Context: an optimization exercise on an open-source flow, tuned for small area and a short achievable clock period. The choices shown serve that exercise and are no tape-out recipe.

==> branch umber: inputs <==
==> flow/design.v <==
module ahb_bus_matrix
(
  input HBUSREQx0,
  input HBUSREQx1,
  input HBUSREQx2,
  input HBUSREQx3,
  input HLOCKx0,
  input HLOCKx1,
  input HLOCKx2,
  input HLOCKx3,
  input [1:0] HTRANSx0,
  input [1:0] HTRANSx1,
  input [1:0] HTRANSx2,
  input [1:0] HTRANSx3,
  input [31:0] HADDRx0,
  input [31:0] HADDRx1,
  input [31:0] HADDRx2,
  input [31:0] HADDRx3,
  input HWRITEx0,
  input HWRITEx1,
  input HWRITEx2,
  input HWRITEx3,
  input [2:0] HSIZEx0,
  input [2:0] HSIZEx1,
  input [2:0] HSIZEx2,
  input [2:0] HSIZEx3,
  input [2:0] HBURSTx0,
  input [2:0] HBURSTx1,
  input [2:0] HBURSTx2,
  input [2:0] HBURSTx3,
  input [31:0] HWDATAx0,
  input [31:0] HWDATAx1,
  input [31:0] HWDATAx2,
  input [31:0] HWDATAx3,
  input HREADYx0,
  input HREADYx1,
  input HREADYx2,
  input HREADYx3,
  input HREADYx4,
  input HREADYx5,
  input HREADYx6,
  input [1:0] HRESPx0,
  input [1:0] HRESPx1,
  input [1:0] HRESPx2,
  input [1:0] HRESPx3,
  input [1:0] HRESPx4,
  input [1:0] HRESPx5,
  input [1:0] HRESPx6,
  input [31:0] HRDATAx0,
  input [31:0] HRDATAx1,
  input [31:0] HRDATAx2,
  input [31:0] HRDATAx3,
  input [31:0] HRDATAx4,
  input [31:0] HRDATAx5,
  input [31:0] HRDATAx6, 
  input [3:0] HSPLITx0,
  input [3:0] HSPLITx1,
  input [3:0] HSPLITx2,
  input [3:0] HSPLITx3,
  input [3:0] HSPLITx4,
  input [3:0] HSPLITx5,
  input [3:0] HSPLITx6,
  output HGRANTx0,
  output HGRANTx1,
  output HGRANTx2,
  output HGRANTx3,
  output HSELx0,
  output HSELx1,
  output HSELx2,
  output HSELx3,
  output HSELx4,
  output HSELx5,
  output HSELx6,
  input HRESETn,
  input HCLK,
  output [1:0] HTRANS,
  output [31:0] HADDR,
  output HWRITE,
  output [2:0] HSIZE,
  output [2:0] HBURST,
  output [31:0] HWDATA,
  output HREADY,
  output [1:0] HRESP,
  output [31:0] HRDATA,
  output [3:0] HMASTER,
  output HMASTLOCK
);
reg [1:0] grant_x;     
reg [3:0] hm_x;        
reg [1:0] hmd;         
reg       fixlen;      
reg       split_q;     
reg       retry_q;     
reg [5:0] count;       
reg [3:0] mask_n;      
reg [2:0] ss;          
wire [1:0] grant    = grant_x ^ 2'b01;
wire [3:0] hm_oh    = hm_x ^ 4'b0010;
wire [3:0] req_mask = ~mask_n;
wire a0 = hm_oh[0];
wire a1 = hm_oh[1];
wire a2 = hm_oh[2];
wire a3 = hm_oh[3];
assign HADDR  = ({32{a0}} & HADDRx0)  | ({32{a1}} & HADDRx1)  |
                ({32{a2}} & HADDRx2)  | ({32{a3}} & HADDRx3);
assign HWRITE = (a0 & HWRITEx0) | (a1 & HWRITEx1) |
                (a2 & HWRITEx2) | (a3 & HWRITEx3);
assign HTRANS = ({2{a0}} & HTRANSx0) | ({2{a1}} & HTRANSx1) |
                ({2{a2}} & HTRANSx2) | ({2{a3}} & HTRANSx3);
assign HSIZE  = ({3{a0}} & HSIZEx0)  | ({3{a1}} & HSIZEx1)  |
                ({3{a2}} & HSIZEx2)  | ({3{a3}} & HSIZEx3);
assign HBURST = ({3{a0}} & HBURSTx0) | ({3{a1}} & HBURSTx1) |
                ({3{a2}} & HBURSTx2) | ({3{a3}} & HBURSTx3);
wire [1:0] hm = {a2 | a3, a1 | a3};
wire d0 = (hmd == 2'd0);
wire d1 = (hmd == 2'd1);
wire d2 = (hmd == 2'd2);
wire d3 = (hmd == 2'd3);
assign HWDATA = ({32{d0}} & HWDATAx0) | ({32{d1}} & HWDATAx1) |
                ({32{d2}} & HWDATAx2) | ({32{d3}} & HWDATAx3);
wire [3:0] ah = HADDR[31:28];
assign HSELx1 = (ah == 4'h1);
assign HSELx2 = (ah == 4'h2);
assign HSELx3 = (ah == 4'h3);
assign HSELx4 = (ah == 4'h4);
assign HSELx5 = (ah == 4'h5);
assign HSELx6 = (ah == 4'h6);
assign HSELx0 = ah[3] | (ah[2:0] == 3'd0) | (ah[2:0] == 3'd7);
wire [2:0] ss_dec = HSELx0 ? 3'd0 : ah[2:0];
always @(posedge HCLK or negedge HRESETn) begin
  if (!HRESETn)     ss <= 3'd0;
  else if (HREADY)  ss <= ss_dec;
end
wire s0 = (ss == 3'd0);
wire s1 = (ss == 3'd1);
wire s2 = (ss == 3'd2);
wire s3 = (ss == 3'd3);
wire s4 = (ss == 3'd4);
wire s5 = (ss == 3'd5);
wire s6 = (ss == 3'd6);
assign HRDATA = ({32{s0}} & HRDATAx0) | ({32{s1}} & HRDATAx1) |
                ({32{s2}} & HRDATAx2) | ({32{s3}} & HRDATAx3) |
                ({32{s4}} & HRDATAx4) | ({32{s5}} & HRDATAx5) |
                ({32{s6}} & HRDATAx6);
assign HRESP  = ({2{s0}} & HRESPx0) | ({2{s1}} & HRESPx1) |
                ({2{s2}} & HRESPx2) | ({2{s3}} & HRESPx3) |
                ({2{s4}} & HRESPx4) | ({2{s5}} & HRESPx5) |
                ({2{s6}} & HRESPx6);
assign HREADY = (s0 & HREADYx0) | (s1 & HREADYx1) |
                (s2 & HREADYx2) | (s3 & HREADYx3) |
                (s4 & HREADYx4) | (s5 & HREADYx5) |
                (s6 & HREADYx6);
wire g0 = (grant == 2'd0);
wire g1 = (grant == 2'd1);
wire g2 = (grant == 2'd2);
wire g3 = (grant == 2'd3);
assign HGRANTx0 = g0;
assign HGRANTx1 = g1;
assign HGRANTx2 = g2;
assign HGRANTx3 = g3;
wire locked = (g0 & HLOCKx0) | (g1 & HLOCKx1) | (g2 & HLOCKx2) | (g3 & HLOCKx3);
assign HMASTLOCK = locked;
assign HMASTER   = {2'b00, hm};
wire busreq = (g0 & HBUSREQx0) | (g1 & HBUSREQx1) | (g2 & HBUSREQx2) | (g3 & HBUSREQx3);
wire t_idle   = (HTRANS == 2'b00);
wire t_busy   = (HTRANS == 2'b01);
wire t_nonseq = (HTRANS == 2'b10);
wire t_seq    = (HTRANS == 2'b11);
reg [5:0] next_count;
always @(*) begin
  case (HTRANS)
    2'b10: begin
      case (HBURST)
        3'b000: next_count = HREADY ? 6'h0 : 6'h1;
        3'b001:   next_count = 6'h20;
        3'b010,
        3'b011:  next_count = HREADY ? 6'h3 : 6'h4;
        3'b100,
        3'b101:  next_count = HREADY ? 6'h7 : 6'h8;
        default:        next_count = HREADY ? 6'hf : 6'h10;
      endcase
    end
    2'b01: next_count = count;
    2'b00: next_count = 6'h0;
    default:      next_count = (HREADY && !count[5]) ? count - 6'd1 : count;
  endcase
end
always @(posedge HCLK or negedge HRESETn) begin
  if (!HRESETn) count <= 6'h0;
  else          count <= next_count;
end
wire cnt_le1 = t_nonseq ? (HBURST == 3'b000) :
               (t_seq && HREADY && !count[5]) ? (count[5:2] == 4'd0 && count[1:0] != 2'd0 && count[1:0] != 2'd3) :
               (count[5:1] == 5'd0);
wire degrant = !busreq | t_idle | (fixlen & !locked & cnt_le1) | split_q | retry_q;
wire resp_split = (HRESP == 2'b11);
wire to_dummy = (locked & resp_split) |
                (g1 & resp_split & !HBUSREQx2 & !HBUSREQx3) |
                (req_mask == 4'b0);
wire [1:0] next_grant = (HBUSREQx3 & req_mask[3]) ? 2'd3 :
                        (HBUSREQx2 & req_mask[2]) ? 2'd2 : 2'd1;
always @(posedge HCLK or negedge HRESETn) begin
  if (!HRESETn)      grant_x <= 2'd0;
  else if (to_dummy) grant_x <= 2'd0 ^ 2'b01;
  else if (degrant)  grant_x <= next_grant ^ 2'b01;
end
wire [3:0] grant_oh = {g3, g2, g1, g0};
always @(posedge HCLK or negedge HRESETn) begin
  if (!HRESETn) begin
    hm_x <= 4'd0;
    hmd  <= 2'd0;
  end else if (HREADY) begin
    hm_x <= grant_oh ^ 4'b0010;
    hmd  <= hm;
  end
end
always @(posedge HCLK or negedge HRESETn) begin
  if (!HRESETn) begin
    fixlen  <= 1'b0;
    split_q <= 1'b0;
    retry_q <= 1'b0;
  end else begin
    fixlen  <= (HBURST != 3'b001);
    split_q <= resp_split;
    retry_q <= (HRESP == 2'b10);
  end
end
wire [3:0] hsplit = HSPLITx0 | HSPLITx1 | HSPLITx2 | HSPLITx3 |
                    HSPLITx4 | HSPLITx5 | HSPLITx6;
always @(posedge HCLK or negedge HRESETn) begin
  if (!HRESETn) mask_n <= 4'b0000;
  else          mask_n <= ~((req_mask | hsplit) & ~({4{split_q}} & hm_oh));
end
endmodule
==> flow/flow/run.sh <==
#!/bin/bash
# Standard ORFS layout, with the port buffers made from the smallest buffer cell.
set -euo pipefail
export BUFFER_PORTS_ARGS="-buffer_cell sky130_fd_sc_hd__buf_1"
bash standard.sh > flow_make.log 2>&1
==> flow/standard.sh <==
#!/bin/bash
# synth_recipe.tcl (not shown) runs the flow's synth.tcl, then flattens the netlist and writes it again
# the make line also repeats each setting of config.mk as NAME=value (left out here)
make -C /OpenROAD-flow-scripts/flow DESIGN_CONFIG=/design/flow/config.mk WORK_HOME=/design/flow/orfs CLKGATE_MAP_FILE= SYNTH_SCRIPT=/design/flow/synth_recipe.tcl "${@:-finish}"
==> flow/config.mk <==
export PLATFORM = sky130hd
export DESIGN_NAME = ahb_bus_matrix
export DESIGN_NICKNAME = ahb_bus_matrix
export VERILOG_FILES = /design/flow/design.v
export SDC_FILE = /design/flow/constraint.sdc
export NUM_CORES = 4
export LEC_CHECK = 0
export CAP_MARGIN = 20
export CORE_AREA = 6 6 194 194
export DIE_AREA = 0 0 200 200
export SETUP_SLACK_MARGIN = 1.5
export SLEW_MARGIN = 20
==> flow/constraint.sdc <==
create_clock -name core_clock -period 4.0 [get_ports {HCLK}]
set_input_delay 0.8000 -clock core_clock [delete_from_list [all_inputs] [get_ports {HCLK}]]
set_output_delay 0.8000 -clock core_clock [all_outputs]
set_load 0.01 [all_outputs]
==> branch maple (differences from branch umber) <==
Settings changed: CORE_AREA 6 6 194 194 to 6 6 274 274, DIE_AREA 0 0 200 200 to 0 0 280 280, SETUP_SLACK_MARGIN 1.5 to 1.0.
==> branch raven (differences from branch umber) <==
--- a/flow/design.v
+++ b/flow/design.v
@@ -87,4 +87,4 @@
 );
-reg [1:0] grant_x;     
-reg [3:0] hm_x;        
+reg [1:0] grant;       
+reg [1:0] hm;          
 reg [1:0] hmd;         
@@ -94,11 +94,8 @@
 reg [5:0] count;       
-reg [3:0] mask_n;      
+reg [3:0] req_mask;    
 reg [2:0] ss;          
-wire [1:0] grant    = grant_x ^ 2'b01;
-wire [3:0] hm_oh    = hm_x ^ 4'b0010;
-wire [3:0] req_mask = ~mask_n;
-wire a0 = hm_oh[0];
-wire a1 = hm_oh[1];
-wire a2 = hm_oh[2];
-wire a3 = hm_oh[3];
+wire a0 = (hm == 2'd0);
+wire a1 = (hm == 2'd1);
+wire a2 = (hm == 2'd2);
+wire a3 = (hm == 2'd3);
 assign HADDR  = ({32{a0}} & HADDRx0)  | ({32{a1}} & HADDRx1)  |
@@ -113,3 +110,2 @@
                 ({3{a2}} & HBURSTx2) | ({3{a3}} & HBURSTx3);
-wire [1:0] hm = {a2 | a3, a1 | a3};
 wire d0 = (hmd == 2'd0);
@@ -202,14 +198,13 @@
 always @(posedge HCLK or negedge HRESETn) begin
-  if (!HRESETn)      grant_x <= 2'd0;
-  else if (to_dummy) grant_x <= 2'd0 ^ 2'b01;
-  else if (degrant)  grant_x <= next_grant ^ 2'b01;
-end
-wire [3:0] grant_oh = {g3, g2, g1, g0};
+  if (!HRESETn)      grant <= 2'd1;
+  else if (to_dummy) grant <= 2'd0;
+  else if (degrant)  grant <= next_grant;
+end
 always @(posedge HCLK or negedge HRESETn) begin
   if (!HRESETn) begin
-    hm_x <= 4'd0;
-    hmd  <= 2'd0;
+    hm  <= 2'd1;
+    hmd <= 2'd0;
   end else if (HREADY) begin
-    hm_x <= grant_oh ^ 4'b0010;
-    hmd  <= hm;
+    hm  <= grant;
+    hmd <= hm;
   end
@@ -229,5 +224,6 @@
                     HSPLITx4 | HSPLITx5 | HSPLITx6;
-always @(posedge HCLK or negedge HRESETn) begin
-  if (!HRESETn) mask_n <= 4'b0000;
-  else          mask_n <= ~((req_mask | hsplit) & ~({4{split_q}} & hm_oh));
+wire [3:0] hm_oh  = {a3, a2, a1, a0};
+always @(posedge HCLK or negedge HRESETn) begin
+  if (!HRESETn) req_mask <= 4'b1111;
+  else          req_mask <= (req_mask | hsplit) & ~({4{split_q}} & hm_oh);
 end
==> flow/run.sh (new file) <==
#!/bin/bash
# synth_recipe.tcl (not shown) runs the flow's synth.tcl, then flattens the netlist and writes it again
# the make line also repeats each setting of config.mk as NAME=value (left out here)
make -C /OpenROAD-flow-scripts/flow DESIGN_CONFIG=/design/flow/config.mk WORK_HOME=/design/flow/orfs CLKGATE_MAP_FILE= SYNTH_SCRIPT=/design/flow/synth_recipe.tcl finish
Settings changed: CORE_AREA 6 6 194 194 to 6 6 274 274, DIE_AREA 0 0 200 200 to 0 0 280 280, SETUP_SLACK_MARGIN 1.5 to 1.0.
removed: flow/flow/run.sh
removed: flow/standard.sh
==> comparison <==
- Final cell count: branch umber < branch raven < branch maple.
- In branch raven the flip-flop and latch count is lower than in branch maple, by 2.
- Of branch maple and branch raven, branch maple has the higher synthesized area (gap about 3%, measured against branch raven).
- First-iteration DRC count, lowest first: branch raven, branch maple, branch umber.
- Branch umber passed the timing, design-rule and antenna checks. Branch maple produced a clean layout. Branch raven produced a clean layout.
- Clock skew, lowest first: branch maple, branch umber, branch raven.
- Core utilization, highest first: branch umber, branch raven, branch maple.
No functional check of the RTL was part of any run of this note.

-- what the ideal ports hide --
No port has a modelled driver above. Below, the same layouts with a new extraction and two added sets of constraints.
Step 1, drivers: a clkbuf_16 drives HCLK and a buf_2 each remaining input, both assumed.
Step 2 moves the port delays by t, midway between the first and last clock arrival at a register: inputs arrive t later, outputs are due t later. That takes back most of the time a late clock gives input paths.
Slacks: ideal ports / drivers / drivers and shift; pairs: ideal ports / drivers.
run	shift t [ns]	setup slack, ns	worst hold slack (ns)	worst register clock-pin slew, ns
branch umber	0.312	1.115 / 1.069 / 1.109	0.539 / 0.530 / 0.631	0.08 / 0.08
branch maple	0.334	1.024 / 0.971 / 1.150	0.614 / 0.603 / 0.614	0.08 / 0.08
branch raven	0.322	0.754 / 0.717 / 0.663	0.570 / 0.570 / 0.570	0.08 / 0.08
After both steps every run listed still meets setup and hold. For branch raven, which loses most, drivers alone change the setup slack by -0.037 ns; drivers and shift together by -0.091 ns.
